From an optimization exercise on the open Yosys and OpenROAD flow, aimed at small area; shortcuts taken in it are not production practice. Where RTL was checked, it was by simulation tests only, not by an equivalence proof against the original. No functional check of the RTL was part of run 2. Power figures rest on the tool's default switching activity, not on a simulated workload.

<file path="design.v">
module top(
	input						clk,
	input						rst_n,
	input 	[8-1:0]	pixel_in,
	input						valid_in,
	input	[2-1:0]color_in,
	input						last_col_in,
	input						last_pic_in,
	input	[3-1:0]	mode_in,
	output 	[8-1:0]	pixel_out,
	output						valid_out,
	output  [2-1:0]color_out,
	output						last_col_out,
	output						last_pic_out,
	output						finish_operation
);
	reg	[8-1:0]	pixel_in_reg;    
	reg						valid_in_reg;    
	reg	[2-1:0]color_in_reg;    
	reg						last_col_in_reg; 
	reg						last_pic_in_reg; 
	reg	[3-1:0]	mode_reg;       
	reg	[8-1:0]	pixel_out_reg,   n_pixel_out_reg;
	reg						valid_out_reg,   n_valid_out_reg;
	reg	[2-1:0]color_out_reg,   n_color_out_reg;
	reg						last_col_out_reg,n_last_col_out_reg;
	reg						last_pic_out_reg,n_last_pic_out_reg;
	reg						finish_reg, n_finish_reg;
	assign pixel_out   		= pixel_out_reg;
	assign valid_out   		= valid_out_reg;
	assign color_out   		= color_out_reg;
	assign last_col_out		= last_col_out_reg;
	assign last_pic_out		= last_pic_out_reg;
	assign finish_operation = finish_reg;
	localparam  r_mean_local = 8'b00010110;
	localparam  g_mean_local = 8'b00100110;
	localparam  b_mean_local = 8'b00010110;
	localparam 	k_r_local = 16'b0000000100111010;
	localparam 	k_g_local = 16'b0000000010110101;
	localparam 	k_b_local = 16'b0000000100111010;
	wire 	[8-1:0]	pixel_in_dem;
	wire 						valid_in_dem;
	wire 	[2-1:0]color_in_dem;
	wire 						last_col_in_dem;
	wire 						last_pic_in_dem;
	wire 	[8-1:0]	pixel_out_dem;
	wire 						valid_out_dem;
	wire 	[2-1:0]color_out_dem;
	wire 						last_col_out_dem;
	wire 						last_pic_out_dem;
	assign pixel_in_dem		= mode_reg == 3'd6 || mode_reg == 3'd0 ? pixel_in_reg : 8'd0;
	assign valid_in_dem		= mode_reg == 3'd6 || mode_reg == 3'd0 ? valid_in_reg : 1'b0;		
	assign color_in_dem		= mode_reg == 3'd6 || mode_reg == 3'd0 ? color_in_reg : 2'd3;		
	assign last_col_in_dem	= mode_reg == 3'd6 || mode_reg == 3'd0 ? last_col_in_reg : 1'b0;	
	assign last_pic_in_dem	= mode_reg == 3'd6 || mode_reg == 3'd0 ? last_pic_in_reg : 1'b0;	
	wire 	[8-1:0]	pixel_in_den;
	wire 						valid_in_den;
	wire 	[2-1:0]color_in_den;
	wire 						last_col_in_den;
	wire 						last_pic_in_den;
	wire 	[8-1:0]	pixel_out_den;
	wire 						valid_out_den;
	wire 	[2-1:0]color_out_den;
	wire 						last_col_out_den;
	wire 						last_pic_out_den;
	assign pixel_in_den		= mode_reg == 3'd1 ? pixel_in_reg : pixel_out_dem;
	assign valid_in_den		= mode_reg == 3'd1 ? valid_in_reg : valid_out_dem;		
	assign color_in_den		= mode_reg == 3'd1 ? color_in_reg : color_out_dem;
	assign last_col_in_den	= mode_reg == 3'd1 ? last_col_in_reg	: last_col_out_dem;
	assign last_pic_in_den	= mode_reg == 3'd1 ? last_pic_in_reg	: last_pic_out_dem;
	wire 	[8-1:0]	pixel_in_mean;
	wire 						valid_in_mean;
	wire 	[2-1:0]color_in_mean;
	wire 						last_pic_in_mean;
	wire 	[8-1:0]	r_mean_out_mean;
	wire 	[8-1:0]	g_mean_out_mean;
	wire 	[8-1:0]	b_mean_out_mean;
	wire 						valid_out_mean;
	wire 	[2-1:0]color_out_mean;
	wire 						last_pic_out_mean;
	wire 						finish_out_mean;
	assign pixel_in_mean	=  mode_reg == 3'd2 ? pixel_in_reg : pixel_out_den;
	assign valid_in_mean	=  mode_reg == 3'd2 ? valid_in_reg : valid_out_den;		
	assign color_in_mean	=  mode_reg == 3'd2 ? color_in_reg : color_out_den;
	assign last_pic_in_mean	=  mode_reg == 3'd2 ? last_pic_in_reg	: last_pic_out_den;
	wire 						valid_in_gain;
	wire 	[8-1:0]	r_mean_in_gain;
	wire 	[8-1:0]	g_mean_in_gain;
	wire 	[8-1:0]	b_mean_in_gain;
	wire 						valid_out_gain;
	wire 	[16-1:0]	k_r_out_gain;
	wire 	[16-1:0]	k_g_out_gain;
	wire 	[16-1:0]	k_b_out_gain;
	assign valid_in_gain 	= mode_reg == 3'd3 ? valid_in_reg : finish_out_mean;
	assign r_mean_in_gain	= mode_reg == 3'd3 ? r_mean_local : r_mean_out_mean;
	assign g_mean_in_gain	= mode_reg == 3'd3 ? g_mean_local : g_mean_out_mean;
	assign b_mean_in_gain	= mode_reg == 3'd3 ? b_mean_local : b_mean_out_mean;
	wire						valid_value_in_wb;
	wire 	[8-1:0]	pixel_in_wb;
	wire 	[2-1:0]color_in_wb;
	wire						valid_gain_in_wb;
	wire 						last_pic_in_wb;
	wire 	[16-1:0]	k_r_in_wb;
	wire 	[16-1:0]	k_g_in_wb;
	wire 	[16-1:0]	k_b_in_wb;
	wire						valid_value_out_wb;
	wire 	[8-1:0]	pixel_out_wb;
	wire 	[2-1:0]color_out_wb;
	wire 						last_pic_out_wb;
	assign valid_value_in_wb	= valid_in_reg;
	assign pixel_in_wb			= pixel_in_reg; 
	assign color_in_wb			= color_in_reg;
	assign last_pic_in_wb		= last_pic_in_reg;
	assign valid_gain_in_wb		= mode_reg == 3'd4 ? last_col_in : valid_out_gain;  
	assign k_r_in_wb			= mode_reg == 3'd4 ? k_r_local :  k_r_out_gain;
	assign k_g_in_wb			= mode_reg == 3'd4 ? k_g_local :  k_g_out_gain;
	assign k_b_in_wb			= mode_reg == 3'd4 ? k_b_local :  k_b_out_gain;
	wire 	[8-1:0]	pixel_in_gamma;
	wire 						valid_in_gamma;
	wire 	[2-1:0]color_in_gamma;
	wire 						last_pic_in_gamma;
	wire 	[8-1:0]	pixel_out_gamma;
	wire 						valid_out_gamma;
	wire 	[2-1:0]color_out_gamma;
	wire 						last_pic_out_gamma;
	assign pixel_in_gamma 		= mode_reg == 3'd5 ? pixel_in_reg : pixel_out_wb;
	assign valid_in_gamma		= mode_reg == 3'd5 ? valid_in_reg : valid_value_out_wb;
	assign color_in_gamma		= mode_reg == 3'd5 ? color_in_reg : color_out_wb;
	assign last_pic_in_gamma	= mode_reg == 3'd5 ? last_pic_out_reg : last_pic_out_wb;
	reg last_col_d;
	wire [8-1:0] pixel_in_d;
	wire last_pic_d;
	always@(posedge clk or negedge rst_n) begin
		if(!rst_n) last_col_d <= 1'b0;
		else last_col_d <= last_col_in_reg;
	end
demosaic demosaic(
	.clk(clk),
	.rst_n(rst_n),
	.valid(valid_in_dem),
	.data_in_r(pixel_in_d),
	.end_col_r(last_col_d),
	.end_pic_r(last_pic_d),
	.RGB_valid(valid_out_dem),
	.RGB_data(pixel_out_dem),
	.color(color_out_dem),
	.col_last(last_col_out_dem),
	.pic_last(last_pic_out_dem)
);
denoise denoise(
	.clk(clk),
	.rst_n(rst_n),
	.pixel_in(pixel_in_den),
	.valid_in(valid_in_den),
	.last_col_in(last_col_in_den),
	.last_pic_in(last_pic_in_den),
	.pixel_out(pixel_out_den),
	.valid_out(valid_out_den),
	.color_out(color_out_den),
	.last_col_out(last_col_out_den),
	.last_pic_out(last_pic_out_den)
);
Mean mean(
	.clk(clk), 
	.rst_n(rst_n),
	.valid_i(valid_in_mean),   
	.color_i(color_in_mean),
	.value_i(pixel_in_mean),
	.last_i(last_pic_in_mean),  
	.r_mean_o(r_mean_out_mean),
	.g_mean_o(g_mean_out_mean),
	.b_mean_o(b_mean_out_mean),
	.valid_o(valid_out_mean),	 
	.color_o(color_out_mean),	 
	.last_o(last_pic_out_mean),	 
	.finish_o(finish_out_mean)
);
Gain gain(
	.clk(clk),
	.rst_n(rst_n),
	.valid_i(valid_in_gain),
	.r_mean_i(r_mean_in_gain),
	.g_mean_i(g_mean_in_gain),
	.b_mean_i(b_mean_in_gain),
	.K_R_o(k_r_out_gain),
	.K_G_o(k_g_out_gain),
	.K_B_o(k_b_out_gain),
	.valid_gain_o(valid_out_gain)  
	);
WB wb(
	.clk(clk),
	.rst_n(rst_n),
	.valid_value_i(valid_value_in_wb),  
	.color_i(color_in_wb),
	.value_i(pixel_in_wb),
	.valid_gain_i(valid_gain_in_wb),
	.last_i(last_pic_in_wb),
	.K_R(k_r_in_wb[11:4]),
	.K_G(k_g_in_wb[11:4]),
	.K_B(k_b_in_wb[11:4]),
	.value_r(pixel_in_d),
	.last_tmp(last_pic_d),
	.value_o(pixel_out_wb),
	.valid_o(valid_value_out_wb),
	.color_o(color_out_wb),
	.last_o(last_pic_out_wb)
	);
gamma_122 gamma(
	.clk(clk),
	.rst_n(rst_n),
	.pixel_in(pixel_in_gamma),
	.valid_in(valid_in_gamma),
	.color_in(color_in_gamma),
	.last_pic_in(last_pic_in_gamma),
	.pixel_out(pixel_out_gamma),
	.valid_out(valid_out_gamma),
	.color_out(color_out_gamma),
	.last_pic_out(last_pic_out_gamma)
);
always@(*) begin
	n_pixel_out_reg = pixel_out_reg;
	n_valid_out_reg = valid_out_reg;
	n_color_out_reg = color_out_reg;
	n_last_col_out_reg = 1'b0;
	n_last_pic_out_reg = 1'b0;
	n_finish_reg = 1'b0; 
	case(mode_reg)
		3'd0:begin
			n_pixel_out_reg =    pixel_out_dem;
			n_valid_out_reg =    valid_out_dem;
			n_color_out_reg =    color_out_dem;
			n_last_col_out_reg = last_col_out_dem;
			n_last_pic_out_reg = last_pic_out_dem;
			n_finish_reg = color_out_dem == 2'd2 && last_col_out_dem; 
		end
		3'd1:begin
			n_pixel_out_reg =    pixel_out_den;
			n_valid_out_reg =    valid_out_den;
			n_color_out_reg =    color_out_den;
			n_last_col_out_reg = last_col_out_den;
			n_last_pic_out_reg = last_pic_out_den;
			n_finish_reg = color_out_den == 2'd2 && last_col_out_den; 
		end
		3'd2:begin
			n_pixel_out_reg =    color_out_mean == 2'd0 ? r_mean_out_mean :
								 color_out_mean == 2'd1 ? g_mean_out_mean :
								 b_mean_out_mean;
			n_valid_out_reg =    valid_out_mean;
			n_color_out_reg =    color_out_mean;
			n_last_pic_out_reg = last_pic_out_mean;
			n_finish_reg = finish_out_mean; 
		end
		3'd3:begin
			n_pixel_out_reg = 	 k_r_out_gain;
			n_valid_out_reg =    valid_out_gain;
			n_color_out_reg =    2'd0;
			n_last_pic_out_reg = 1'b0;
			n_finish_reg = valid_out_gain; 
		end
		3'd4:begin
			n_pixel_out_reg = 	 pixel_out_wb;
			n_valid_out_reg =    valid_value_out_wb;
			n_color_out_reg =    color_out_wb;
			n_last_pic_out_reg = last_pic_out_wb;
			n_finish_reg = color_out_wb == 2'd2 && last_pic_out_wb; 
		end
		3'd5: begin
			n_pixel_out_reg = 	 pixel_out_gamma;
			n_valid_out_reg = 	 valid_out_gamma;
			n_color_out_reg = 	 color_out_gamma;
			n_last_pic_out_reg = last_pic_out_gamma;
			n_finish_reg	= 	 color_out_gamma == 2'd2 && last_pic_out_gamma;
		end
		3'd6: begin
			n_pixel_out_reg = 	 pixel_out_den;   
			n_valid_out_reg =    valid_out_den;  
			n_color_out_reg =    color_out_den;  
			n_last_col_out_reg = last_col_out_den;
			n_last_pic_out_reg = last_pic_out_den;
			n_finish_reg = valid_out_gain; 
		end
		3'd7: begin
			n_pixel_out_reg =    pixel_out_gamma;
			n_valid_out_reg = 	 valid_out_gamma;
			n_color_out_reg = 	 color_out_gamma;
			n_last_pic_out_reg = last_pic_out_gamma;
			n_finish_reg	= 	 color_out_gamma == 2'd2 && last_pic_out_gamma;
		end
	endcase
end
always@(posedge clk or negedge rst_n) begin
	if(!rst_n) begin
		pixel_in_reg	<= 0;    
		valid_in_reg    <= 0;
		color_in_reg    <= 2'd3;
		last_col_in_reg <= 0; 
		last_pic_in_reg <= 0;
		mode_reg		<= 3'd0;
		pixel_out_reg	<= 0 ;  
		valid_out_reg	<= 0;
		color_out_reg	<= 2'd3;   
		last_col_out_reg <= 0;
		last_pic_out_reg <= 0;
		finish_reg 		<=  0;
	end 
	else begin
		pixel_in_reg 	<= pixel_in;     
		valid_in_reg 	<= valid_in;
		color_in_reg 	<= color_in;
		last_col_in_reg <=  last_col_in;
		last_pic_in_reg <=  last_pic_in;
		mode_reg 		<= mode_in;
		pixel_out_reg 	<= n_pixel_out_reg;
		valid_out_reg 	<= n_valid_out_reg;
		color_out_reg 	<= n_color_out_reg;
		last_col_out_reg <= n_last_col_out_reg;
		last_pic_out_reg <= n_last_pic_out_reg;
		finish_reg 		<=  n_finish_reg;
	end
end
endmodule
module demosaic(
        clk,
        rst_n,
        valid,           
        data_in_r,       
        end_col_r,       
        end_pic_r,       
        RGB_valid,
        RGB_data,
        color,
        col_last,
        pic_last
        );
input           clk;
input           rst_n;
input           valid;
input   [7:0]   data_in_r;
input           end_col_r;
input           end_pic_r;
output          RGB_valid;
output  [7:0]   RGB_data;
output  [1:0]   color;
output          col_last;
output          pic_last;
localparam  P_INIT1 = 2'd0;
localparam  P_INIT2 = 2'd1;
localparam  P_NEW   = 2'd2;
localparam  P_PAT   = 2'd3;
localparam  L_IDLE  = 2'd0;
localparam  L_R     = 2'd1;
localparam  L_G     = 2'd2;
localparam  L_B     = 2'd3;
reg         valid_r;
reg [1:0]   phase_r;
reg         ctype_r;         
reg [2:0]   counter_r;
reg [1:0]   lstate_r;
reg [127:0] xs;              
reg [8:0]   s1_r, s2_r;      
reg [7:0]   r_n, g_n, b_n;
reg         cl_buf, pl_buf;
reg         RGB_valid_r;
reg [7:0]   RGB_data_r;
reg [1:0]   color_r;
reg         col_last_r;
reg         pic_last_r;
assign RGB_valid = RGB_valid_r;
assign RGB_data = RGB_data_r;
assign color = color_r;
assign col_last = col_last_r;
assign pic_last = pic_last_r;
wire [7:0]  x8   = xs[63:56];
wire [7:0]  x9   = xs[71:64];
wire [7:0]  x10  = xs[79:72];
wire [7:0]  x16  = xs[127:120];
wire [8:0]  s0   = data_in_r + x16;
wire [8:0]  ver  = x8 + x10;
wire [9:0]  ud   = s0 + s2_r;
wire [9:0]  hv   = s1_r + ver;
wire [7:0]  vX   = ud[9:2];
wire [7:0]  vY   = hv[9:2];
wire [7:0]  vH   = s1_r[8:1];
wire [7:0]  vV   = ver[8:1];
wire [7:0]  vC   = x9;
wire        odd  = counter_r[0];
reg  [7:0]  r_w, g_w, b_w;
always @(*) begin
    g_w = (ctype_r ^ odd) ? vC : vY;
    case ({ctype_r, odd})
        2'b00: begin r_w = vX; b_w = vC; end    
        2'b01: begin r_w = vH; b_w = vV; end    
        2'b10: begin r_w = vV; b_w = vH; end    
        default: begin r_w = vC; b_w = vX; end  
    endcase
end
wire        load = valid_r && (lstate_r == L_IDLE || lstate_r == L_B);
wire        pat  = (phase_r == P_PAT);
always @(posedge clk) begin
    if (valid_r) begin
        xs <= {xs[119:0], data_in_r};
        s1_r <= s0;
        s2_r <= s1_r;
    end
    r_n <= r_w;
    if (load) begin
        g_n <= g_w;
        b_n <= b_w;
        cl_buf <= end_col_r;
        pl_buf <= end_pic_r;
    end
end
always @(posedge clk or negedge rst_n) begin
    if (!rst_n) begin
        valid_r <= 1'b0;
        phase_r <= P_INIT1;
        ctype_r <= 1'b0;
        counter_r <= 3'd0;
        lstate_r <= L_IDLE;
        RGB_valid_r <= 1'b0;
        RGB_data_r <= 8'd0;
        color_r <= 2'd0;
        col_last_r <= 1'b0;
        pic_last_r <= 1'b0;
    end
    else begin
        valid_r <= valid;
        if (valid_r) begin
            case (phase_r)
                P_INIT1: begin
                    counter_r <= counter_r + 3'd1;
                    if (counter_r == 3'd7) phase_r <= P_INIT2;
                end
                P_INIT2: begin
                    counter_r <= counter_r + 3'd1;
                    if (counter_r == 3'd7) begin
                        phase_r <= P_NEW;
                        ctype_r <= 1'b0;
                    end
                end
                P_NEW: begin
                    counter_r <= counter_r + 3'd1;
                    if (counter_r[0]) phase_r <= P_PAT;
                end
                default: begin
                    if (end_col_r) begin
                        phase_r <= P_INIT1;
                        counter_r <= 3'd0;
                    end
                    else begin
                        counter_r <= counter_r + 3'd1;
                        if (counter_r == 3'd7) begin
                            phase_r <= P_NEW;
                            ctype_r <= ~ctype_r;
                        end
                    end
                end
            endcase
        end
        case (lstate_r)
            L_IDLE: begin
                RGB_valid_r <= 1'b0;
                col_last_r <= 1'b0;
                pic_last_r <= 1'b0;
                if (load && pat) lstate_r <= L_R;
            end
            L_R: begin
                lstate_r <= L_G;
                RGB_valid_r <= 1'b1;
                RGB_data_r <= r_n;
                color_r <= 2'd0;
                col_last_r <= cl_buf;
                pic_last_r <= pl_buf;
            end
            L_G: begin
                lstate_r <= L_B;
                RGB_valid_r <= 1'b1;
                RGB_data_r <= g_n;
                color_r <= 2'd1;
            end
            default: begin
                lstate_r <= (load && pat) ? L_R : L_IDLE;
                RGB_valid_r <= 1'b1;
                RGB_data_r <= b_n;
                color_r <= 2'd2;
            end
        endcase
    end
end
endmodule
module denoise(
	input			clk,
	input			rst_n,
	input 	[8-1:0]	pixel_in,
	input			valid_in,
	input			last_col_in,
	input			last_pic_in,
	output 	[8-1:0]	pixel_out,
	output			valid_out,
	output  [2-1:0]	color_out,
	output			last_col_out,
	output			last_pic_out
);
localparam INIT_12 	= 2'd0;
localparam INIT_2	= 2'd1;
localparam OUT 		= 2'd3;
localparam VOID		= 2'd3;
reg	[7:0]	pixel_in_reg;
reg			valid_in_reg;
reg			last_col_in_reg;
reg			last_pic_in_reg;
reg	[7:0]	pixel_out_reg;
reg			valid_out_reg;
reg	[1:0]	color_out_reg;
reg			last_col_out_reg;
reg			last_pic_out_reg;
assign pixel_out = pixel_out_reg;
assign valid_out = valid_out_reg;
assign color_out = color_out_reg;
assign last_col_out = last_col_out_reg;
assign last_pic_out = last_pic_out_reg;
reg [1:0]	state_0;
reg [2:0]	counter_0;
reg [1:0]	valid_count_0;
reg			init_12_last_flag;
reg			last_col_1, last_col_2;
reg			last_pic_1, last_pic_2;
reg [1:0]	oc_1, oc_2;			 
reg [7:0]	q_1, q_2;			 
reg [287:0]	line;				 
reg			full18, full36;		 
reg [9:0]	sum6_r, sum3_r, sum6_g, sum3_g, sum6_b, sum3_b;
wire		adv  = valid_in_reg && valid_count_0 == 2'd2;
wire		wrap = counter_0 == 3'd5;
wire [7:0]	pos8 = full18 ? line[143:136] : 8'd0;
wire [7:0]	pos7 = full36 ? line[287:280] : 8'd0;
wire [9:0]	h    = pos7 + pos8 + pixel_in_reg;
reg  [9:0]	s6, s3;
always @(*) begin
	case (valid_count_0)
		2'd0: begin s6 = sum6_r; s3 = sum3_r; end
		2'd1: begin s6 = sum6_g; s3 = sum3_g; end
		default: begin s6 = sum6_b; s3 = sum3_b; end
	endcase
end
wire [11:0]	sum9 = h + s3 + s6;
wire [24:0]	prod = sum9 * 13'd1821;
wire [7:0]	q_0  = prod[21:14];
wire		upd = valid_in_reg && (state_0 == OUT || state_0 == INIT_2);
always @(posedge clk) begin
	if (valid_in_reg) line <= {line[279:0], pixel_in_reg};
end
always @(posedge clk or negedge rst_n) begin
	if(!rst_n) begin
		pixel_in_reg  <= 0;
		valid_in_reg  <= 0;
		last_col_in_reg   <= 0;
		last_pic_in_reg   <= 0;
		pixel_out_reg <= 0;
		valid_out_reg <= 0;
		color_out_reg <= 0;
		last_col_out_reg  <= 0;
		last_pic_out_reg  <= 0;
		state_0 <= INIT_12;
		counter_0 <= 0;
		valid_count_0 <= 0;
		init_12_last_flag <= 0;
		last_col_1 <= 0;
		last_col_2 <= 0;
		last_pic_1 <= 0;
		last_pic_2 <= 0;
		oc_1 <= VOID;
		oc_2 <= VOID;
		q_1 <= 0;
		q_2 <= 0;
		full18 <= 0;
		full36 <= 0;
		sum6_r <= 0;
		sum3_r <= 0;
		sum6_g <= 0;
		sum3_g <= 0;
		sum6_b <= 0;
		sum3_b <= 0;
	end
	else begin
		pixel_in_reg  <= pixel_in;
		valid_in_reg  <= valid_in;
		last_col_in_reg   <= last_col_in;
		last_pic_in_reg   <= last_pic_in;
		init_12_last_flag <= state_0 == INIT_12 ? ((valid_count_0 == 2'd2 && wrap) ? 1'b1 : init_12_last_flag) : 1'b0;
		case (state_0)
			INIT_12: begin
				if (adv && wrap && init_12_last_flag) state_0 <= INIT_2;
				if (adv) counter_0 <= wrap ? 3'd0 : counter_0 + 3'd1;
			end
			INIT_2: begin
				if (adv && counter_0 == 3'd1) state_0 <= OUT;
				if (adv) counter_0 <= counter_0 + 3'd1;
			end
			default: begin
				if (adv && wrap) state_0 <= last_col_1 ? INIT_12 : INIT_2;
				if (adv) counter_0 <= wrap ? 3'd0 : counter_0 + 3'd1;
			end
		endcase
		if (valid_in_reg) begin
			valid_count_0 <= valid_count_0 == 2'd2 ? 2'd0 : valid_count_0 + 2'd1;
			if (valid_count_0 == 2'd2 && wrap) begin
				full18 <= 1'b1;
				if (full18) full36 <= 1'b1;
			end
		end
		if (upd) begin
			case (valid_count_0)
				2'd0: begin sum6_r <= h; sum3_r <= sum6_r; end
				2'd1: begin sum6_g <= h; sum3_g <= sum6_g; end
				default: begin sum6_b <= h; sum3_b <= sum6_b; end
			endcase
		end
		oc_1 <= (valid_in_reg && state_0 == OUT) ? valid_count_0 : VOID;
		q_1 <= q_0;
		last_col_1 <= last_col_in_reg;
		last_pic_1 <= last_pic_in_reg;
		oc_2 <= oc_1;
		q_2 <= q_1;
		last_col_2 <= last_col_1;
		last_pic_2 <= last_pic_1;
		pixel_out_reg <= q_2;
		valid_out_reg <= oc_2 != VOID;
		color_out_reg <= oc_2;
		last_col_out_reg <= last_col_2;
		last_pic_out_reg <= last_pic_2;
	end
end
endmodule
module Mean(
	clk,
	rst_n,
	valid_i,
	color_i,
	value_i,
	last_i,
	r_mean_o,
	g_mean_o,
	b_mean_o,
	valid_o,
	color_o,
	last_o,
	finish_o
	);
	localparam RED = 2'd0;
	localparam GREEN = 2'd1;
	localparam BLUE = 2'd2;
	input clk, rst_n, valid_i, last_i;
	input [1:0] color_i;
	input [7:0] value_i;
	output valid_o, last_o;
	output reg finish_o;
	output [1:0] color_o;
	output [7:0] r_mean_o, g_mean_o, b_mean_o;
	reg valid_r, last_r;
	reg [1:0] color_r;
	reg [7:0] value_r, value_d;
	reg valid_tmp, last_tmp, finish_tmp;
	reg [1:0] color_tmp;
	reg [1:0] last_state_r;
	reg [27:0] acc_r, acc_g, acc_b;
	assign valid_o = valid_tmp;
	assign last_o = last_tmp;
	assign color_o = color_tmp;
	assign r_mean_o = acc_r[27:20];
	assign g_mean_o = acc_g[27:20];
	assign b_mean_o = acc_b[27:20];
	reg [27:0] acc_sel;
	always @(*) begin
		case (color_tmp)
			RED:     acc_sel = acc_r;
			GREEN:   acc_sel = acc_g;
			default: acc_sel = acc_b;
		endcase
	end
	wire [27:0] acc_sum = acc_sel + value_d;
	always @(posedge clk) begin
		value_r <= value_i;
		value_d <= value_r;
	end
	always @(posedge clk or negedge rst_n) begin
		if (~rst_n) begin
			valid_r <= 0;
			last_r <= 0;
			color_r <= 0;
			valid_tmp <= 0;
			last_tmp <= 0;
			color_tmp <= 0;
			finish_tmp <= 0;
			finish_o <= 0;
			last_state_r <= 0;
			acc_r <= 0;
			acc_g <= 0;
			acc_b <= 0;
		end
		else begin
			valid_r <= valid_i;
			last_r <= last_i;
			color_r <= color_i;
			valid_tmp <= valid_r;
			last_tmp <= last_r;
			color_tmp <= color_r;
			finish_o <= finish_tmp;
			finish_tmp <= last_state_r == 2'd3 ? 1'b1 :
			              last_state_r == 2'd0 ? 1'b0 : finish_o;
			case (last_state_r)
				2'd3: last_state_r <= 2'd0;
				default: if (last_i) last_state_r <= last_state_r + 2'd1;
			endcase
			if (valid_tmp) begin
				case (color_tmp)
					RED:   acc_r <= acc_sum;
					GREEN: acc_g <= acc_sum;
					BLUE:  acc_b <= acc_sum;
					default: ;
				endcase
			end
		end
	end
endmodule
module gain_div(
	input             clk,
	input             rst_n,
	input             valid_r,
	input      [7:0]  mean_i,
	input      [7:0]  k_mean_r,
	output reg [15:0] k_tmp,
	output reg        finish
	);
	localparam IDLE = 2'd0;
	localparam FIND = 2'd1;
	localparam CALC = 2'd2;
	localparam DONE = 2'd3;
	reg [1:0]  state;
	reg [3:0]  counter;
	reg [2:0]  msb;
	reg [15:0] dvs;       
	reg [15:0] rem;       
	wire       found = dvs[msb];
	wire       ge    = rem >= dvs;
	always @(posedge clk or negedge rst_n) begin
		if (~rst_n) begin
			state   <= IDLE;
			counter <= 0;
			msb     <= 3'd7;
			finish  <= 0;
			dvs     <= 0;
			rem     <= 0;
			k_tmp   <= 0;
		end
		else begin
			case (state)
				IDLE: begin
					rem <= {k_mean_r, 8'd0};
					if (valid_r) state <= FIND;
					else         dvs <= {8'd0, mean_i};
				end
				FIND: begin
					if (found) begin
						state   <= CALC;
						counter <= {1'b0, msb};
						dvs     <= dvs << (4'd15 - {1'b0, msb});
					end
					else msb <= msb - 3'd1;
				end
				CALC: begin
					if (counter == 4'd15) begin
						state   <= DONE;
						counter <= 0;
					end
					else counter <= counter + 4'd1;
					if (ge) rem <= rem - dvs;
					k_tmp <= {k_tmp[14:0], ge};
					dvs   <= {1'b0, dvs[15:1]};
				end
				default: begin
					finish <= 1'b1;
					state  <= IDLE;
				end
			endcase
		end
	end
endmodule
module Gain(
	clk,
	rst_n,
	valid_i,
	r_mean_i,
	g_mean_i,
	b_mean_i,
	K_R_o,
	K_G_o,
	K_B_o,
	valid_gain_o
	);
	input clk, rst_n, valid_i;
	input [7:0] r_mean_i, g_mean_i, b_mean_i;
	output valid_gain_o;
	output reg [15:0] K_R_o, K_G_o, K_B_o;
	wire [9:0]  msum = r_mean_i + g_mean_i + b_mean_i;
	wire [20:0] mprod = msum * 11'd683;
	reg valid_r;
	reg [7:0] K_mean_r;
	wire [15:0] K_R_tmp, K_G_tmp, K_B_tmp;
	wire finish_R, finish_G, finish_B;
	assign valid_gain_o = finish_R & finish_G & finish_B;
	gain_div div_r(.clk(clk), .rst_n(rst_n), .valid_r(valid_r), .mean_i(r_mean_i),
		.k_mean_r(K_mean_r), .k_tmp(K_R_tmp), .finish(finish_R));
	gain_div div_g(.clk(clk), .rst_n(rst_n), .valid_r(valid_r), .mean_i(g_mean_i),
		.k_mean_r(K_mean_r), .k_tmp(K_G_tmp), .finish(finish_G));
	gain_div div_b(.clk(clk), .rst_n(rst_n), .valid_r(valid_r), .mean_i(b_mean_i),
		.k_mean_r(K_mean_r), .k_tmp(K_B_tmp), .finish(finish_B));
	always@(posedge clk or negedge rst_n) begin
		if(~rst_n) begin
			K_mean_r 	<= 0;
			valid_r  	<= 0;
			K_R_o 		<= 0;
			K_G_o	 	<= 0;
			K_B_o		<= 0;
		end
		else begin
			K_mean_r 	<= mprod[18:11];
			valid_r  	<= valid_i;
			K_R_o 		<= K_R_tmp;
			K_G_o 		<= K_G_tmp;
			K_B_o 		<= K_B_tmp;
		end
	end
endmodule
module WB(
	clk,
	rst_n,
	valid_value_i,
	color_i,
	value_i,
	valid_gain_i,
	last_i,
	K_R,
	K_G,
	K_B,
	value_r,
	last_tmp,
	value_o,
	valid_o,
	color_o,
	last_o
	);
	input clk, rst_n, valid_value_i, valid_gain_i, last_i;
	input [1:0] color_i;
	input [7:0] value_i;
	input [7:0] K_R, K_G, K_B;		 
	output reg [7:0] value_r;
	output reg last_tmp;
	output reg valid_o;
	output [1:0] color_o;
	output reg last_o;
	output reg [7:0] value_o;
	reg valid_tmp;
	reg [1:0] color_r, color_tmp;
	reg [7:0] k_sel;
	assign color_o = color_tmp;
	wire valid_w = valid_value_i & valid_gain_i;
	reg [7:0] k_w;
	always @(*) begin
		if (!valid_w) k_w = 8'd0;
		else case (color_i)
			2'd0: k_w = K_R;
			2'd1: k_w = K_G;
			2'd2: k_w = K_B;
			default: k_w = 8'd1;
		endcase
	end
	wire [15:0] value_tmp = k_sel * value_r;
	wire [7:0] value_tmp_2 = value_tmp[15:12] != 4'd0 ? 8'hff : value_tmp[11:4];
	always @(posedge clk or negedge rst_n) begin
		if(~rst_n) begin
			valid_tmp <= 1'd0;
			color_r 	<= 2'd0;
			color_tmp 	<= 2'd0;
			value_r 	<= 8'd0;
			k_sel 	<= 8'd0;
			last_o 	<= 0;
			last_tmp<= 0;
			valid_o <= 0;
			value_o	<= 0;
		end
		else begin
			valid_tmp <= valid_w;
			color_r 	<= color_i;
			color_tmp 	<= color_r;
			value_r <= value_i;
			k_sel 	<= k_w;
			last_tmp <= last_i;
			last_o 	<= last_tmp;
			valid_o <= valid_tmp;
			value_o <= value_tmp_2;
		end
	end
endmodule
module gamma_122(
	input			clk,
	input			rst_n,
	input 	[8-1:0]	pixel_in,
	input			valid_in,
	input	[2-1:0]	color_in,
	input			last_pic_in,
	output 	[8-1:0]	pixel_out,
	output			valid_out,
	output  [2-1:0]	color_out,
	output			last_pic_out
);
reg	[8-1:0]	pixel_in_reg;
reg						valid_in_reg;
reg	[2-1:0]				color_in_reg;
reg						last_pic_in_reg;
reg	[8-1:0]	pixel_out_reg, n_pixel_out_reg;
reg						valid_out_reg, n_valid_out_reg;
reg	[2-1:0]				color_out_reg, n_color_out_reg;
reg						last_pic_out_reg, n_last_pic_out_reg;
assign pixel_out = pixel_out_reg;
assign valid_out = valid_out_reg;
assign color_out = color_out_reg;
assign last_pic_out = last_pic_out_reg;
always@(*) begin
	n_valid_out_reg = valid_in_reg;
	n_color_out_reg = color_in_reg;
	n_last_pic_out_reg = last_pic_in_reg;
end
always@(*) begin
	case(pixel_in_reg)
		8'd0:    n_pixel_out_reg = 8'd0;
		8'd1:    n_pixel_out_reg = 8'd20;
		8'd2:    n_pixel_out_reg = 8'd28;
		8'd3:    n_pixel_out_reg = 8'd33;
		8'd4:    n_pixel_out_reg = 8'd38;
		8'd5:    n_pixel_out_reg = 8'd42;
		8'd6:    n_pixel_out_reg = 8'd46;
		8'd7:    n_pixel_out_reg = 8'd49;
		8'd8:    n_pixel_out_reg = 8'd52;
		8'd9:    n_pixel_out_reg = 8'd55;
		8'd10:   n_pixel_out_reg = 8'd58;
		8'd11:   n_pixel_out_reg = 8'd61;
		8'd12:   n_pixel_out_reg = 8'd63;
		8'd13:   n_pixel_out_reg = 8'd65;
		8'd14:   n_pixel_out_reg = 8'd68;
		8'd15:   n_pixel_out_reg = 8'd70;
		8'd16:   n_pixel_out_reg = 8'd72;
		8'd17:   n_pixel_out_reg = 8'd74;
		8'd18:   n_pixel_out_reg = 8'd76;
		8'd19:   n_pixel_out_reg = 8'd78;
		8'd20:   n_pixel_out_reg = 8'd80;
		8'd21:   n_pixel_out_reg = 8'd81;
		8'd22:   n_pixel_out_reg = 8'd83;
		8'd23:   n_pixel_out_reg = 8'd85;
		8'd24:   n_pixel_out_reg = 8'd87;
		8'd25:   n_pixel_out_reg = 8'd88;
		8'd26:   n_pixel_out_reg = 8'd90;
		8'd27:   n_pixel_out_reg = 8'd91;
		8'd28:   n_pixel_out_reg = 8'd93;
		8'd29:   n_pixel_out_reg = 8'd94;
		8'd30:   n_pixel_out_reg = 8'd96;
		8'd31:   n_pixel_out_reg = 8'd97;
		8'd32:   n_pixel_out_reg = 8'd99;
		8'd33:   n_pixel_out_reg = 8'd100;
		8'd34:   n_pixel_out_reg = 8'd102;
		8'd35:   n_pixel_out_reg = 8'd103;
		8'd36:   n_pixel_out_reg = 8'd104;
		8'd37:   n_pixel_out_reg = 8'd106;
		8'd38:   n_pixel_out_reg = 8'd107;
		8'd39:   n_pixel_out_reg = 8'd108;
		8'd40:   n_pixel_out_reg = 8'd109;
		8'd41:   n_pixel_out_reg = 8'd111;
		8'd42:   n_pixel_out_reg = 8'd112;
		8'd43:   n_pixel_out_reg = 8'd113;
		8'd44:   n_pixel_out_reg = 8'd114;
		8'd45:   n_pixel_out_reg = 8'd115;
		8'd46:   n_pixel_out_reg = 8'd117;
		8'd47:   n_pixel_out_reg = 8'd118;
		8'd48:   n_pixel_out_reg = 8'd119;
		8'd49:   n_pixel_out_reg = 8'd120;
		8'd50:   n_pixel_out_reg = 8'd121;
		8'd51:   n_pixel_out_reg = 8'd122;
		8'd52:   n_pixel_out_reg = 8'd123;
		8'd53:   n_pixel_out_reg = 8'd124;
		8'd54:   n_pixel_out_reg = 8'd125;
		8'd55:   n_pixel_out_reg = 8'd126;
		8'd56:   n_pixel_out_reg = 8'd128;
		8'd57:   n_pixel_out_reg = 8'd129;
		8'd58:   n_pixel_out_reg = 8'd130;
		8'd59:   n_pixel_out_reg = 8'd131;
		8'd60:   n_pixel_out_reg = 8'd132;
		8'd61:   n_pixel_out_reg = 8'd133;
		8'd62:   n_pixel_out_reg = 8'd134;
		8'd63:   n_pixel_out_reg = 8'd135;
		8'd64:   n_pixel_out_reg = 8'd136;
		8'd65:   n_pixel_out_reg = 8'd136;
		8'd66:   n_pixel_out_reg = 8'd137;
		8'd67:   n_pixel_out_reg = 8'd138;
		8'd68:   n_pixel_out_reg = 8'd139;
		8'd69:   n_pixel_out_reg = 8'd140;
		8'd70:   n_pixel_out_reg = 8'd141;
		8'd71:   n_pixel_out_reg = 8'd142;
		8'd72:   n_pixel_out_reg = 8'd143;
		8'd73:   n_pixel_out_reg = 8'd144;
		8'd74:   n_pixel_out_reg = 8'd145;
		8'd75:   n_pixel_out_reg = 8'd146;
		8'd76:   n_pixel_out_reg = 8'd147;
		8'd77:   n_pixel_out_reg = 8'd147;
		8'd78:   n_pixel_out_reg = 8'd148;
		8'd79:   n_pixel_out_reg = 8'd149;
		8'd80:   n_pixel_out_reg = 8'd150;
		8'd81:   n_pixel_out_reg = 8'd151;
		8'd82:   n_pixel_out_reg = 8'd152;
		8'd83:   n_pixel_out_reg = 8'd153;
		8'd84:   n_pixel_out_reg = 8'd153;
		8'd85:   n_pixel_out_reg = 8'd154;
		8'd86:   n_pixel_out_reg = 8'd155;
		8'd87:   n_pixel_out_reg = 8'd156;
		8'd88:   n_pixel_out_reg = 8'd157;
		8'd89:   n_pixel_out_reg = 8'd158;
		8'd90:   n_pixel_out_reg = 8'd158;
		8'd91:   n_pixel_out_reg = 8'd159;
		8'd92:   n_pixel_out_reg = 8'd160;
		8'd93:   n_pixel_out_reg = 8'd161;
		8'd94:   n_pixel_out_reg = 8'd162;
		8'd95:   n_pixel_out_reg = 8'd162;
		8'd96:   n_pixel_out_reg = 8'd163;
		8'd97:   n_pixel_out_reg = 8'd164;
		8'd98:   n_pixel_out_reg = 8'd165;
		8'd99:   n_pixel_out_reg = 8'd165;
		8'd100:      n_pixel_out_reg = 8'd166;
		8'd101:      n_pixel_out_reg = 8'd167;
		8'd102:      n_pixel_out_reg = 8'd168;
		8'd103:      n_pixel_out_reg = 8'd168;
		8'd104:      n_pixel_out_reg = 8'd169;
		8'd105:      n_pixel_out_reg = 8'd170;
		8'd106:      n_pixel_out_reg = 8'd171;
		8'd107:      n_pixel_out_reg = 8'd171;
		8'd108:      n_pixel_out_reg = 8'd172;
		8'd109:      n_pixel_out_reg = 8'd173;
		8'd110:      n_pixel_out_reg = 8'd174;
		8'd111:      n_pixel_out_reg = 8'd174;
		8'd112:      n_pixel_out_reg = 8'd175;
		8'd113:      n_pixel_out_reg = 8'd176;
		8'd114:      n_pixel_out_reg = 8'd176;
		8'd115:      n_pixel_out_reg = 8'd177;
		8'd116:      n_pixel_out_reg = 8'd178;
		8'd117:      n_pixel_out_reg = 8'd178;
		8'd118:      n_pixel_out_reg = 8'd179;
		8'd119:      n_pixel_out_reg = 8'd180;
		8'd120:      n_pixel_out_reg = 8'd181;
		8'd121:      n_pixel_out_reg = 8'd181;
		8'd122:      n_pixel_out_reg = 8'd182;
		8'd123:      n_pixel_out_reg = 8'd183;
		8'd124:      n_pixel_out_reg = 8'd183;
		8'd125:      n_pixel_out_reg = 8'd184;
		8'd126:      n_pixel_out_reg = 8'd185;
		8'd127:      n_pixel_out_reg = 8'd185;
		8'd128:      n_pixel_out_reg = 8'd186;
		8'd129:      n_pixel_out_reg = 8'd187;
		8'd130:      n_pixel_out_reg = 8'd187;
		8'd131:      n_pixel_out_reg = 8'd188;
		8'd132:      n_pixel_out_reg = 8'd189;
		8'd133:      n_pixel_out_reg = 8'd189;
		8'd134:      n_pixel_out_reg = 8'd190;
		8'd135:      n_pixel_out_reg = 8'd190;
		8'd136:      n_pixel_out_reg = 8'd191;
		8'd137:      n_pixel_out_reg = 8'd192;
		8'd138:      n_pixel_out_reg = 8'd192;
		8'd139:      n_pixel_out_reg = 8'd193;
		8'd140:      n_pixel_out_reg = 8'd194;
		8'd141:      n_pixel_out_reg = 8'd194;
		8'd142:      n_pixel_out_reg = 8'd195;
		8'd143:      n_pixel_out_reg = 8'd196;
		8'd144:      n_pixel_out_reg = 8'd196;
		8'd145:      n_pixel_out_reg = 8'd197;
		8'd146:      n_pixel_out_reg = 8'd197;
		8'd147:      n_pixel_out_reg = 8'd198;
		8'd148:      n_pixel_out_reg = 8'd199;
		8'd149:      n_pixel_out_reg = 8'd199;
		8'd150:      n_pixel_out_reg = 8'd200;
		8'd151:      n_pixel_out_reg = 8'd200;
		8'd152:      n_pixel_out_reg = 8'd201;
		8'd153:      n_pixel_out_reg = 8'd202;
		8'd154:      n_pixel_out_reg = 8'd202;
		8'd155:      n_pixel_out_reg = 8'd203;
		8'd156:      n_pixel_out_reg = 8'd203;
		8'd157:      n_pixel_out_reg = 8'd204;
		8'd158:      n_pixel_out_reg = 8'd205;
		8'd159:      n_pixel_out_reg = 8'd205;
		8'd160:      n_pixel_out_reg = 8'd206;
		8'd161:      n_pixel_out_reg = 8'd206;
		8'd162:      n_pixel_out_reg = 8'd207;
		8'd163:      n_pixel_out_reg = 8'd208;
		8'd164:      n_pixel_out_reg = 8'd208;
		8'd165:      n_pixel_out_reg = 8'd209;
		8'd166:      n_pixel_out_reg = 8'd209;
		8'd167:      n_pixel_out_reg = 8'd210;
		8'd168:      n_pixel_out_reg = 8'd210;
		8'd169:      n_pixel_out_reg = 8'd211;
		8'd170:      n_pixel_out_reg = 8'd212;
		8'd171:      n_pixel_out_reg = 8'd212;
		8'd172:      n_pixel_out_reg = 8'd213;
		8'd173:      n_pixel_out_reg = 8'd213;
		8'd174:      n_pixel_out_reg = 8'd214;
		8'd175:      n_pixel_out_reg = 8'd214;
		8'd176:      n_pixel_out_reg = 8'd215;
		8'd177:      n_pixel_out_reg = 8'd216;
		8'd178:      n_pixel_out_reg = 8'd216;
		8'd179:      n_pixel_out_reg = 8'd217;
		8'd180:      n_pixel_out_reg = 8'd217;
		8'd181:      n_pixel_out_reg = 8'd218;
		8'd182:      n_pixel_out_reg = 8'd218;
		8'd183:      n_pixel_out_reg = 8'd219;
		8'd184:      n_pixel_out_reg = 8'd219;
		8'd185:      n_pixel_out_reg = 8'd220;
		8'd186:      n_pixel_out_reg = 8'd220;
		8'd187:      n_pixel_out_reg = 8'd221;
		8'd188:      n_pixel_out_reg = 8'd222;
		8'd189:      n_pixel_out_reg = 8'd222;
		8'd190:      n_pixel_out_reg = 8'd223;
		8'd191:      n_pixel_out_reg = 8'd223;
		8'd192:      n_pixel_out_reg = 8'd224;
		8'd193:      n_pixel_out_reg = 8'd224;
		8'd194:      n_pixel_out_reg = 8'd225;
		8'd195:      n_pixel_out_reg = 8'd225;
		8'd196:      n_pixel_out_reg = 8'd226;
		8'd197:      n_pixel_out_reg = 8'd226;
		8'd198:      n_pixel_out_reg = 8'd227;
		8'd199:      n_pixel_out_reg = 8'd227;
		8'd200:      n_pixel_out_reg = 8'd228;
		8'd201:      n_pixel_out_reg = 8'd228;
		8'd202:      n_pixel_out_reg = 8'd229;
		8'd203:      n_pixel_out_reg = 8'd229;
		8'd204:      n_pixel_out_reg = 8'd230;
		8'd205:      n_pixel_out_reg = 8'd230;
		8'd206:      n_pixel_out_reg = 8'd231;
		8'd207:      n_pixel_out_reg = 8'd231;
		8'd208:      n_pixel_out_reg = 8'd232;
		8'd209:      n_pixel_out_reg = 8'd232;
		8'd210:      n_pixel_out_reg = 8'd233;
		8'd211:      n_pixel_out_reg = 8'd233;
		8'd212:      n_pixel_out_reg = 8'd234;
		8'd213:      n_pixel_out_reg = 8'd234;
		8'd214:      n_pixel_out_reg = 8'd235;
		8'd215:      n_pixel_out_reg = 8'd235;
		8'd216:      n_pixel_out_reg = 8'd236;
		8'd217:      n_pixel_out_reg = 8'd236;
		8'd218:      n_pixel_out_reg = 8'd237;
		8'd219:      n_pixel_out_reg = 8'd237;
		8'd220:      n_pixel_out_reg = 8'd238;
		8'd221:      n_pixel_out_reg = 8'd238;
		8'd222:      n_pixel_out_reg = 8'd239;
		8'd223:      n_pixel_out_reg = 8'd239;
		8'd224:      n_pixel_out_reg = 8'd240;
		8'd225:      n_pixel_out_reg = 8'd240;
		8'd226:      n_pixel_out_reg = 8'd241;
		8'd227:      n_pixel_out_reg = 8'd241;
		8'd228:      n_pixel_out_reg = 8'd242;
		8'd229:      n_pixel_out_reg = 8'd242;
		8'd230:      n_pixel_out_reg = 8'd243;
		8'd231:      n_pixel_out_reg = 8'd243;
		8'd232:      n_pixel_out_reg = 8'd244;
		8'd233:      n_pixel_out_reg = 8'd244;
		8'd234:      n_pixel_out_reg = 8'd245;
		8'd235:      n_pixel_out_reg = 8'd245;
		8'd236:      n_pixel_out_reg = 8'd246;
		8'd237:      n_pixel_out_reg = 8'd246;
		8'd238:      n_pixel_out_reg = 8'd247;
		8'd239:      n_pixel_out_reg = 8'd247;
		8'd240:      n_pixel_out_reg = 8'd248;
		8'd241:      n_pixel_out_reg = 8'd248;
		8'd242:      n_pixel_out_reg = 8'd249;
		8'd243:      n_pixel_out_reg = 8'd249;
		8'd244:      n_pixel_out_reg = 8'd249;
		8'd245:      n_pixel_out_reg = 8'd250;
		8'd246:      n_pixel_out_reg = 8'd250;
		8'd247:      n_pixel_out_reg = 8'd251;
		8'd248:      n_pixel_out_reg = 8'd251;
		8'd249:      n_pixel_out_reg = 8'd252;
		8'd250:      n_pixel_out_reg = 8'd252;
		8'd251:      n_pixel_out_reg = 8'd253;
		8'd252:      n_pixel_out_reg = 8'd253;
		8'd253:      n_pixel_out_reg = 8'd254;
		8'd254:      n_pixel_out_reg = 8'd254;
		8'd255:      n_pixel_out_reg = 8'd255;
		default:     n_pixel_out_reg = 8'd0;
	endcase
end
always@(posedge clk or negedge rst_n)
	if(!rst_n) begin
		pixel_in_reg <= 0;
		valid_in_reg <= 0;
		color_in_reg <= 0;
		last_pic_in_reg <= 0;
		pixel_out_reg <= 0;
		valid_out_reg <= 0;
		color_out_reg <= 0;
		last_pic_out_reg <= 0;
	end
	else begin
		pixel_in_reg <= pixel_in;
		valid_in_reg <= valid_in;
		color_in_reg <= color_in;
		last_pic_in_reg <= last_pic_in;
		pixel_out_reg <= n_pixel_out_reg;
		valid_out_reg <= n_valid_out_reg;
		color_out_reg <= n_color_out_reg;
		last_pic_out_reg <= n_last_pic_out_reg;
	end
endmodule
</file>
<file path="run.sh">
#!/bin/bash
# synth_recipe.tcl (not shown) runs the flow's synth.tcl, then flattens the netlist and writes it again
# the make line also repeats each setting of config.mk as NAME=value (left out here)
make -C /OpenROAD-flow-scripts/flow DESIGN_CONFIG=/design/flow/config.mk WORK_HOME=/design/flow/orfs CLKGATE_MAP_FILE= SYNTH_SCRIPT=/design/flow/synth_recipe.tcl finish
</file>
<file path="config.mk">
export PLATFORM = sky130hd
export DESIGN_NAME = top
export DESIGN_NICKNAME = top
export VERILOG_FILES = /design/flow/design.v
export SDC_FILE = /design/flow/constraint.sdc
export NUM_CORES = 4
export LEC_CHECK = 0
export CAP_MARGIN = 20
export CORE_MARGIN = 2
export CORE_UTILIZATION = 40
export SLEW_MARGIN = 20
</file>
<file path="constraint.sdc">
create_clock -name core_clock -period 10.0 [get_ports {clk}]
set_input_delay 2.0000 -clock core_clock [delete_from_list [all_inputs] [get_ports {clk}]]
set_output_delay 2.0000 -clock core_clock [all_outputs]
set_load 0.01 [all_outputs]
</file>
==> impl_metrics.env, run 1 <==
export IMPL_largest_reg_flops=288
export IMPL_worstPathArrival_ns=10.02
export IMPL_syn_area_mm2=0.04941
export IMPL_final_cell_mix="dfrtp_1 (500), edfxtp_1 (452), nand2_1 (385)"
export IMPL_critPathLaunchType="register"
export IMPL_wl_um=105000
export IMPL_max_cap_viol_count=0
export IMPL_clock_path_buffers=3
export IMPL_min_path_type="reg -> reg"
export IMPL_ys_types=85
export IMPL_setup_tns_ns=0
export IMPL_ant_nets=0
export IMPL_grt_pass1_vias=30500
export IMPL_syn_nets=4600
export IMPL_drtPass1Iterations=5
export IMPL_wl_per_cell_um=17.84
export IMPL_setup_slack_ns=0.5465
export IMPL_cts_tree="built"
export IMPL_drive_gt1_frac=0.1077
export IMPL_grtUsageTotal=0.1681
export IMPL_via_per_inst=5.213
export IMPL_vias=30680
export IMPL_grt_pass1_wl_um=170900
export IMPL_ys_flop_type="dfrtp_1"
export IMPL_n_fill_cell=11100
export IMPL_avgSynthCellArea_um2=11.93
export IMPL_slew_headroom=0.2816
export IMPL_area_growth_pct=12.24
export IMPL_critPathKind="reg -> reg"
export IMPL_drv_slew=0
export IMPL_clkSinkCount=998
export IMPL_place_ws_ns=0.1217
export IMPL_critPathSlowestCell="fa_1"
export IMPL_antenna_found_initial=5
export IMPL_die_h_um=355.5
export IMPL_ys_seq_elements=998
export IMPL_gr_total_overflow=0
export IMPL_power_leakage_nw=24.04
export IMPL_cp_required_ns=10.57
export IMPL_regArea_mm2=0.02715
export IMPL_final_core_util=0.4539
export IMPL_synth_edf_count=452
export IMPL_io_pins=32
export IMPL_cts_made_buffers=106
export IMPL_worstSetupEndpointType="register"
export IMPL_postCtsHoldBufs=0
export IMPL_finalNonFillerCells=5886
export IMPL_outcome="no timing/DRC/antenna violations"
export IMPL_cpMostUsedCell="inv_1"
export IMPL_place_congestion=0.8353
export IMPL_setup_viol=0
export IMPL_final_common_cell="dfrtp_1"
export IMPL_fp_dieW_um=355.5
export IMPL_fmax_mhz=105.8
export IMPL_insertedDiodeCount=0
export IMPL_drtIter0Drc=2509
export IMPL_rows=128
export IMPL_reg_top3="denoise.line (288), demosaic.xs (128)"
export IMPL_port_buffer_count=31
export IMPL_p_per_area_mw_per_mm2=307.5
export IMPL_yosys_warnings=8
export IMPL_synth_seq_area_share=0.5492
export IMPL_dieArea_mm2=0.1264
export IMPL_largest_register="denoise.line"
export IMPL_initial_core_util=0.4044
export IMPL_multiInputGateArea_mm2=0.02065
export IMPL_dp_cells=5681
export IMPL_syn_inst=4141
export IMPL_clock_skew_ns=0.08395
export IMPL_dpl_hpwl_um=71740
export IMPL_grt_max_degree=158
export IMPL_total_power_mw=17.06
export IMPL_crit_fanout=9
export IMPL_finalHoldViolCount=0
export IMPL_worstSkewPairLatency_ns=0.73
export IMPL_worst_pin_slew_ns=1.078
export IMPL_layout_nets=4630
export IMPL_vdd_ir_drop_max_uv=198.2
export IMPL_period_minus_slack_ns=9.453
export IMPL_clkTransAtPathRegs_ns=0.06
export IMPL_htree_num_levels=3
export IMPL_clockRootBuffer="clkbuf_16"
export IMPL_slowest_delay_ns=0.54
export IMPL_period_share=0.9453
export IMPL_async_reset_ff_frac=0.5230
export IMPL_core_area_mm2=0.1222
export IMPL_drc=0
-- routing by layer --
layer  wire length [µm]  vias to the layer above  track usage  part of all wire
li1                   -                    14810            -                 -
met4               1696                        0      0.03966             0.016
met2              46540                      542       0.2533              0.44
met1              52650                    15220       0.2561              0.50
met3               4119                      115      0.02289             0.039
met5                  0                        -            0                 0
-- worst max-delay path, delay by kind of cell, from the launching register on --
kind / cells / cell delay (ns)
compound gates: 10 / 2.01
xor+xnor: 4 / 0.80
fa+ha+maj: 11 / 4.37
buf+inv: 7 / 0.46
flops: 1 / 0.45
simple gates: 7 / 1.21
-- where the power goes --
part,switching (mW),leakage (nW),internal [mW]
registers,0.796,11.3,5.85
logic,3.67,10.9,2.64
clock network,1.69,1.80,2.42
-- area by class of cell --
class                   count  area share
inverters                 323     0.02186
flip-flops and latches    998      0.4895
repair buffers             74     0.01232
clock buffers             141     0.05349
well taps                1625     0.03666
clock inverters            57     0.01392
multi-input cells        2668      0.3723
-- cell usage after synthesis (all sizes together), types with 10 or more instances --
master | count | area (µm²)
o21a | 25 | 187.7
nand2b | 29 | 188.9
dfrtp | 505 | 12640
nand4 | 16 | 100.1
a22o | 23 | 201.4
fa | 98 | 1962
a22oi | 15 | 112.6
dfstp | 17 | 446.7
a221oi | 47 | 411.6
nor2 | 182 | 683.2
nand3 | 69 | 345.3
a31oi | 27 | 168.9
o22ai | 16 | 100.1
nand2 | 385 | 1445
nor2b | 44 | 275.3
mux4 | 21 | 473.0
xnor2 | 105 | 919.6
xor2 | 65 | 569.3
o41ai | 11 | 96.34
edfxtp | 452 | 13570
dfxtp | 24 | 480.5
o31ai | 10 | 75.07
o211ai | 12 | 95.09
mux2 | 139 | 1573
buf | 31 | 143.9
o21bai | 25 | 187.7
a21o | 52 | 390.4
nor3 | 56 | 280.3
and3 | 21 | 131.4
or3 | 11 | 68.82
o21ai | 325 | 1627
or2 | 18 | 112.6
ha | 343 | 4292
a21oi | 192 | 964.7
inv | 320 | 1201
mux2i | 77 | 770.7
clkbuf | 121 | 454.2
and2 | 68 | 425.4
a211oi | 23 | 172.7
-- worst paths after layout --
kind	start	endpoint	slack, ns	depth (start not counted)
max in group asynchronous	rst_n	denoise.valid_in_reg$_DFF_PN0_	7.19	2
min in group asynchronous	rst_n	gain.div_b.rem[7]$_DFFE_PN0P_	1.40	1
min reg2reg	mean.value_r[3]$_DFF_P_	mean.value_d[3]$_DFF_P_	0.33	0
max reg2reg	denoise.full36$_DFFE_PN0P_	denoise.q_1[6]$_DFF_PN0_	0.55	39
max	denoise.full36$_DFFE_PN0P_	denoise.q_1[6]$_DFF_PN0_	0.55	39
min	mean.value_r[3]$_DFF_P_	mean.value_d[3]$_DFF_P_	0.33	0
-- stage by stage --
stage	cell area (µm²)	hold slack (ns)
6_report	55460	0.3263
5_1_grt	55460	0.3312
4_1_cts	55240	0.3264
3_5_place_dp	51490	0.3135
3_3_place_gp	51490	0.3125
2_1_floorplan	49410	0.3096
-- cell families after synthesis --
kind of cell	count (synthesis)	synth area share
flops	998	0.5492
simple gates	931	0.08721
compound gates	888	0.1131
buf+inv	475	0.03664
fa+ha+maj	442	0.1268
mux	237	0.05700
xor+xnor	170	0.03013
-- timing repair --
action                                  in CTS  in global routing
resized for setup                            1                 32
endpoints found under the setup margin       1                  7
buffers inserted                             0                  5
pin swaps                                    0                 12
==> run 2: changes to the inputs <==
--- a/design.v
+++ b/design.v
@@ -88,9 +88,9 @@
 	wire 	[8-1:0]	g_mean_in_gain;
 	wire 	[8-1:0]	b_mean_in_gain;
 	wire 						valid_out_gain;
-	wire 	[16-1:0]	k_r_out_gain;
-	wire 	[16-1:0]	k_g_out_gain;
-	wire 	[16-1:0]	k_b_out_gain;
+	wire 	[11:0]	k_r_out_gain;
+	wire 	[11:0]	k_g_out_gain;
+	wire 	[11:0]	k_b_out_gain;
 	assign valid_in_gain 	= mode_reg == 3'd3 ? valid_in_reg : finish_out_mean;
 	assign r_mean_in_gain	= mode_reg == 3'd3 ? r_mean_local : r_mean_out_mean;
 	assign g_mean_in_gain	= mode_reg == 3'd3 ? g_mean_local : g_mean_out_mean;
@@ -729,7 +729,7 @@
 	input             valid_r,
 	input      [7:0]  mean_i,
 	input      [7:0]  k_mean_r,
-	output reg [15:0] k_tmp,
+	output     [11:0] k_prev,      
 	output reg        finish
 	);
 	localparam IDLE = 2'd0;
@@ -739,32 +739,37 @@
 	reg [1:0]  state;
 	reg [3:0]  counter;
 	reg [2:0]  msb;
-	reg [15:0] dvs;       
-	reg [15:0] rem;       
-	wire       found = dvs[msb];
-	wire       ge    = rem >= dvs;
+	reg [7:0]  dv;        
+	reg [8:0]  rem;
+	reg [12:0] k_tmp;
+	wire       found = dv[msb];
+	wire       ge    = rem >= {1'b0, dv};
+	wire [7:0] rem_s = ge ? rem[7:0] - dv : rem[7:0];
+	wire [2:0] sh    = 3'd7 - msb;
+	wire       shifted = state == DONE || (state == CALC && counter != {1'b0, msb});
+	assign k_prev = shifted ? k_tmp[12:1] : k_tmp[11:0];
 	always @(posedge clk or negedge rst_n) begin
 		if (~rst_n) begin
 			state   <= IDLE;
 			counter <= 0;
 			msb     <= 3'd7;
 			finish  <= 0;
-			dvs     <= 0;
+			dv      <= 0;
 			rem     <= 0;
 			k_tmp   <= 0;
 		end
 		else begin
 			case (state)
 				IDLE: begin
-					rem <= {k_mean_r, 8'd0};
+					rem <= {1'b0, k_mean_r};
 					if (valid_r) state <= FIND;
-					else         dvs <= {8'd0, mean_i};
+					else         dv <= mean_i;
 				end
 				FIND: begin
 					if (found) begin
 						state   <= CALC;
 						counter <= {1'b0, msb};
-						dvs     <= dvs << (4'd15 - {1'b0, msb});
+						dv      <= dv << sh;
 					end
 					else msb <= msb - 3'd1;
 				end
@@ -772,11 +777,11 @@
 					if (counter == 4'd15) begin
 						state   <= DONE;
 						counter <= 0;
+						dv      <= (dv >> 1) >> sh;
 					end
 					else counter <= counter + 4'd1;
-					if (ge) rem <= rem - dvs;
-					k_tmp <= {k_tmp[14:0], ge};
-					dvs   <= {1'b0, dvs[15:1]};
+					rem   <= {rem_s, 1'b0};
+					k_tmp <= {k_tmp[11:0], ge};
 				end
 				default: begin
 					finish <= 1'b1;
@@ -801,34 +806,27 @@
 	input clk, rst_n, valid_i;
 	input [7:0] r_mean_i, g_mean_i, b_mean_i;
 	output valid_gain_o;
-	output reg [15:0] K_R_o, K_G_o, K_B_o;
+	output [11:0] K_R_o, K_G_o, K_B_o;	 
 	wire [9:0]  msum = r_mean_i + g_mean_i + b_mean_i;
 	wire [20:0] mprod = msum * 11'd683;
 	reg valid_r;
 	reg [7:0] K_mean_r;
-	wire [15:0] K_R_tmp, K_G_tmp, K_B_tmp;
 	wire finish_R, finish_G, finish_B;
 	assign valid_gain_o = finish_R & finish_G & finish_B;
 	gain_div div_r(.clk(clk), .rst_n(rst_n), .valid_r(valid_r), .mean_i(r_mean_i),
-		.k_mean_r(K_mean_r), .k_tmp(K_R_tmp), .finish(finish_R));
+		.k_mean_r(K_mean_r), .k_prev(K_R_o), .finish(finish_R));
 	gain_div div_g(.clk(clk), .rst_n(rst_n), .valid_r(valid_r), .mean_i(g_mean_i),
-		.k_mean_r(K_mean_r), .k_tmp(K_G_tmp), .finish(finish_G));
+		.k_mean_r(K_mean_r), .k_prev(K_G_o), .finish(finish_G));
 	gain_div div_b(.clk(clk), .rst_n(rst_n), .valid_r(valid_r), .mean_i(b_mean_i),
-		.k_mean_r(K_mean_r), .k_tmp(K_B_tmp), .finish(finish_B));
+		.k_mean_r(K_mean_r), .k_prev(K_B_o), .finish(finish_B));
 	always@(posedge clk or negedge rst_n) begin
 		if(~rst_n) begin
 			K_mean_r 	<= 0;
 			valid_r  	<= 0;
-			K_R_o 		<= 0;
-			K_G_o	 	<= 0;
-			K_B_o		<= 0;
 		end
 		else begin
 			K_mean_r 	<= mprod[18:11];
 			valid_r  	<= valid_i;
-			K_R_o 		<= K_R_tmp;
-			K_G_o 		<= K_G_tmp;
-			K_B_o 		<= K_B_tmp;
 		end
 	end
 endmodule
--- a/config.mk
+++ b/config.mk
@@ -8,4 +8,7 @@
 export CAP_MARGIN = 20
 export CORE_MARGIN = 2
 export CORE_UTILIZATION = 40
+export CTS_BUF_LIST = sky130_fd_sc_hd__clkbuf_8
+export CTS_CLUSTER_DIAMETER = 60
+export CTS_CLUSTER_SIZE = 20
 export SLEW_MARGIN = 20
==> impl_metrics.env, run 2 <==
export IMPL_r2r_end="denoise.q_1[7]$_DFF_PN0_"
export IMPL_drtIter0Drc=2099
export IMPL_clock_skew_ns=0.04856
export IMPL_setup_worst_path_start="denoise.full18$_DFFE_PN0P_"
export IMPL_grt_pass1_vias=28420
export IMPL_top_layer_used="met4"
export IMPL_slowest_delay_ns=0.53
export IMPL_clock_path_buffers=3
export IMPL_worstSetupEndpointType="register"
export IMPL_die_h_um=347.5
export IMPL_ys_types=93
export IMPL_place_congestion=0.8731
export IMPL_critPathSlowestCell="fa_1"
export IMPL_largest_register="denoise.line"
export IMPL_worstPathArrival_ns=9.84
export IMPL_crit_fanout=10
export IMPL_slew_headroom=0.2732
export IMPL_syn_area_mm2=0.04718
export IMPL_critical_path_top_delay_family="adder cells"
export IMPL_reg2reg_depth=37
export IMPL_synth_commonest_cells="edfxtp_1 (452), dfrtp_1 (435), nand2_1 (359), ha_1 (322), o21ai_0 (291)"
export IMPL_cts_tree="built"
export IMPL_worst_pin_slew_ns=1.088
export IMPL_clockRootBuffer="clkbuf_8"
export IMPL_period_share=0.9151
export IMPL_layout_nets=4353
export IMPL_ff2ff_setup_slack_ns=0.85
export IMPL_synth_top_cell_area_share=0.2877
export IMPL_cts_resized=0
export IMPL_min_path_cells=0
export IMPL_syn_nets=4356
export IMPL_rsz0062_at_grt="no"
export IMPL_n_fill_cell=10840
export IMPL_power_leakage_nw=21.92
export IMPL_postCtsSetupBuffers=0
export IMPL_whs_ns=0.3303
export IMPL_grtUsageTotal=0.1639
export IMPL_initial_core_util=0.4017
export IMPL_fp_dieW_um=347.5
export IMPL_reg2reg_from="denoise.full18$_DFFE_PN0P_"
export IMPL_vias=29160
export IMPL_wl_um=97970
export IMPL_largest_reg_flops=288
export IMPL_yosysMostFrequentCell="edfxtp_1"
export IMPL_wl_per_cell_um=17.73
export IMPL_setup_viol=0
export IMPL_port_buffer_count=31
export IMPL_drv_slew=0
export IMPL_synth_edf_count=452
export IMPL_final_cell_mix="edfxtp_1 (452), dfrtp_1 (432), nand2_1 (359)"
export IMPL_antenna_found_initial=4
export IMPL_dieArea_mm2=0.1207
export IMPL_drc=0
export IMPL_cp_required_ns=10.69
export IMPL_drive_gt1_frac=0.1043
export IMPL_ant_nets=0
export IMPL_grt_pass1_wl_um=159000
export IMPL_worstSkewPairLatency_ns=0.77
export IMPL_vdd_ir_drop_max_uv=204.1
export IMPL_gr_total_overflow=0
export IMPL_drtPass1Iterations=6
export IMPL_final_common_cell="edfxtp_1"
export IMPL_drt_met1_wl_um=47790
export IMPL_area_growth_pct=8.367
export IMPL_synth_top_area_cell="edfxtp_1"
export IMPL_io_pins=32
export IMPL_outcome="no timing/DRC/antenna violations"
export IMPL_hold_start="denoise.q_2[1]$_DFF_PN0_"
export IMPL_yosys_warnings=8
export IMPL_rows=126
export IMPL_syn_inst=3919
export IMPL_period_minus_slack_ns=9.151
export IMPL_critPathKind="reg -> reg"
export IMPL_p_per_area_mw_per_mm2=295.6
export IMPL_synth_seq_area_share=0.5380
export IMPL_ys_top_cells_by_area="edfxtp_1 (29%), dfrtp_1 (23%), ha_1 (8.5%)"
export IMPL_fmax_mhz=109.3
export IMPL_postCtsHoldBufs=0
export IMPL_max_cap_viol_count=0
export IMPL_clkSinkCount=928
export IMPL_via_per_inst=5.278
export IMPL_holdPathEnd="denoise.pixel_out_reg[1]$_DFF_PN0_"
export IMPL_critPathLaunchType="register"
export IMPL_finalHoldViolCount=0
export IMPL_met2_length_um=43330
export IMPL_avgSynthCellArea_um2=12.04
export IMPL_ys_seq_elements=928
export IMPL_async_reset_ff_frac=0.4871
export IMPL_critPathBufInv=6
export IMPL_htree_num_levels=3
export IMPL_core_area_mm2=0.1175
export IMPL_cts_made_buffers=87
export IMPL_ys_flop_type="edfxtp_1"
export IMPL_reg_top3="denoise.line (288), demosaic.xs (128)"
export IMPL_min_path_type="reg -> reg"
export IMPL_grt_max_degree=92
export IMPL_clkTransAtPathRegs_ns=0.11
export IMPL_route_met3_wl_um=5025
export IMPL_dpl_hpwl_um=67330
export IMPL_setup_tns_ns=0
## run 2: worst max-delay path by stage
stage,endpoint,slack (ns),cells after the start
after floorplan,denoise.q_1[7]$_DFF_PN0_,1.65,37
after global placement,denoise.q_1[7]$_DFF_PN0_,0.97,37
after detailed placement,denoise.q_1[7]$_DFF_PN0_,0.86,37
after CTS,denoise.q_1[7]$_DFF_PN0_,0.79,37
after global routing,denoise.q_1[7]$_DFF_PN0_,0.17,37
final,denoise.q_1[7]$_DFF_PN0_,0.85,37
## run 2: through the flow
step,setup WS [ns],instance area (µm²),utilization,cells,total power [mW]
2_1_floorplan,1.655,47180,-,3919,11.06
3_3_place_gp,0.9701,49040,0.4176,5362,12.50
3_5_place_dp,0.8599,49060,0.4177,5363,12.62
4_1_cts,0.7925,51120,0.4353,5524,15.32
5_1_grt,0.1706,51130,0.4353,5525,16.45
6_report,0.8493,51130,0.4353,5525,15.11
## run 2: cell families after synthesis
| logic type | count (synthesis) | synth area share |
|---|---|---|
| XOR/XNOR | 159 | 0.02951 |
| AO/OA/AOI/OAI | 866 | 0.1160 |
| flip-flops | 928 | 0.5380 |
| AND/OR/NAND/NOR | 840 | 0.08306 |
| adder cells (fa/ha/maj) | 420 | 0.1268 |
| buffers and inverters | 425 | 0.03500 |
| multiplexers | 281 | 0.07168 |
## run 2: power by group
group / total [mW] / switching, mW / internal (mW)
registers: 6.30 / 0.859 / 5.44
clock network: 2.61 / 1.57 / 1.04
logic: 6.20 / 3.55 / 2.65
## run 2: per-layer routing
metal	vias up	GRT usage
met1	14410	0.2456
met3	120	0.02645
li1	14040	-
met4	0	0.04090
met2	592	0.2474
met5	-	0
## run 2: area by class of cell
cell class | count | area (µm²) | share of cell area
antenna | 1 | 2.502 | 0.00004894
clock buffer | 87 | 1197 | 0.02342
clock inverter | 74 | 865.8 | 0.01693
inverter | 269 | 1010 | 0.01975
multi-input combinational | 2566 | 20160 | 0.3943
sequential | 928 | 25390 | 0.4967
tap | 1536 | 1922 | 0.03759
timing repair buffer | 64 | 578.1 | 0.01131
## run 2: worst register-to-register path: cells and delay by family (launching register included)
family          cells  cell delay, ns
fa+ha+maj          11            4.19
compound gates     10            1.97
simple gates        7            1.53
xor+xnor            3            0.58
flops               1            0.48
buf+inv             6            0.32

afterwards: timing with drivers on the ports:
No port has a modelled driver above. Below, the same layouts with a new extraction and two added sets of constraints.
Step 1 sets driving cells, clkbuf_16 on the clock port and buf_2 on the other inputs (assumed; they add their load-dependent delay and slew).
Step 2 times the ports against the registers' clock, not the clock port: input delays grow and output delays shrink by t, the midpoint of the rising clock arrivals with the driver on.
a / b / c = ideal ports / drivers / drivers and shift; a / b = the first two.
run | t (ns) | setup WS [ns] | hold slack, ns | pins driven straight from the clock port
run 1 | 0.751 | 0.547 / 0.547 / 0.547 | 0.326 / 0.326 / 0.326 | 1
run 2 | 0.817 | 0.849 / 0.849 / 0.849 | 0.330 / 0.330 / 0.330 | 1
After both steps setup and hold are still met in every run listed.
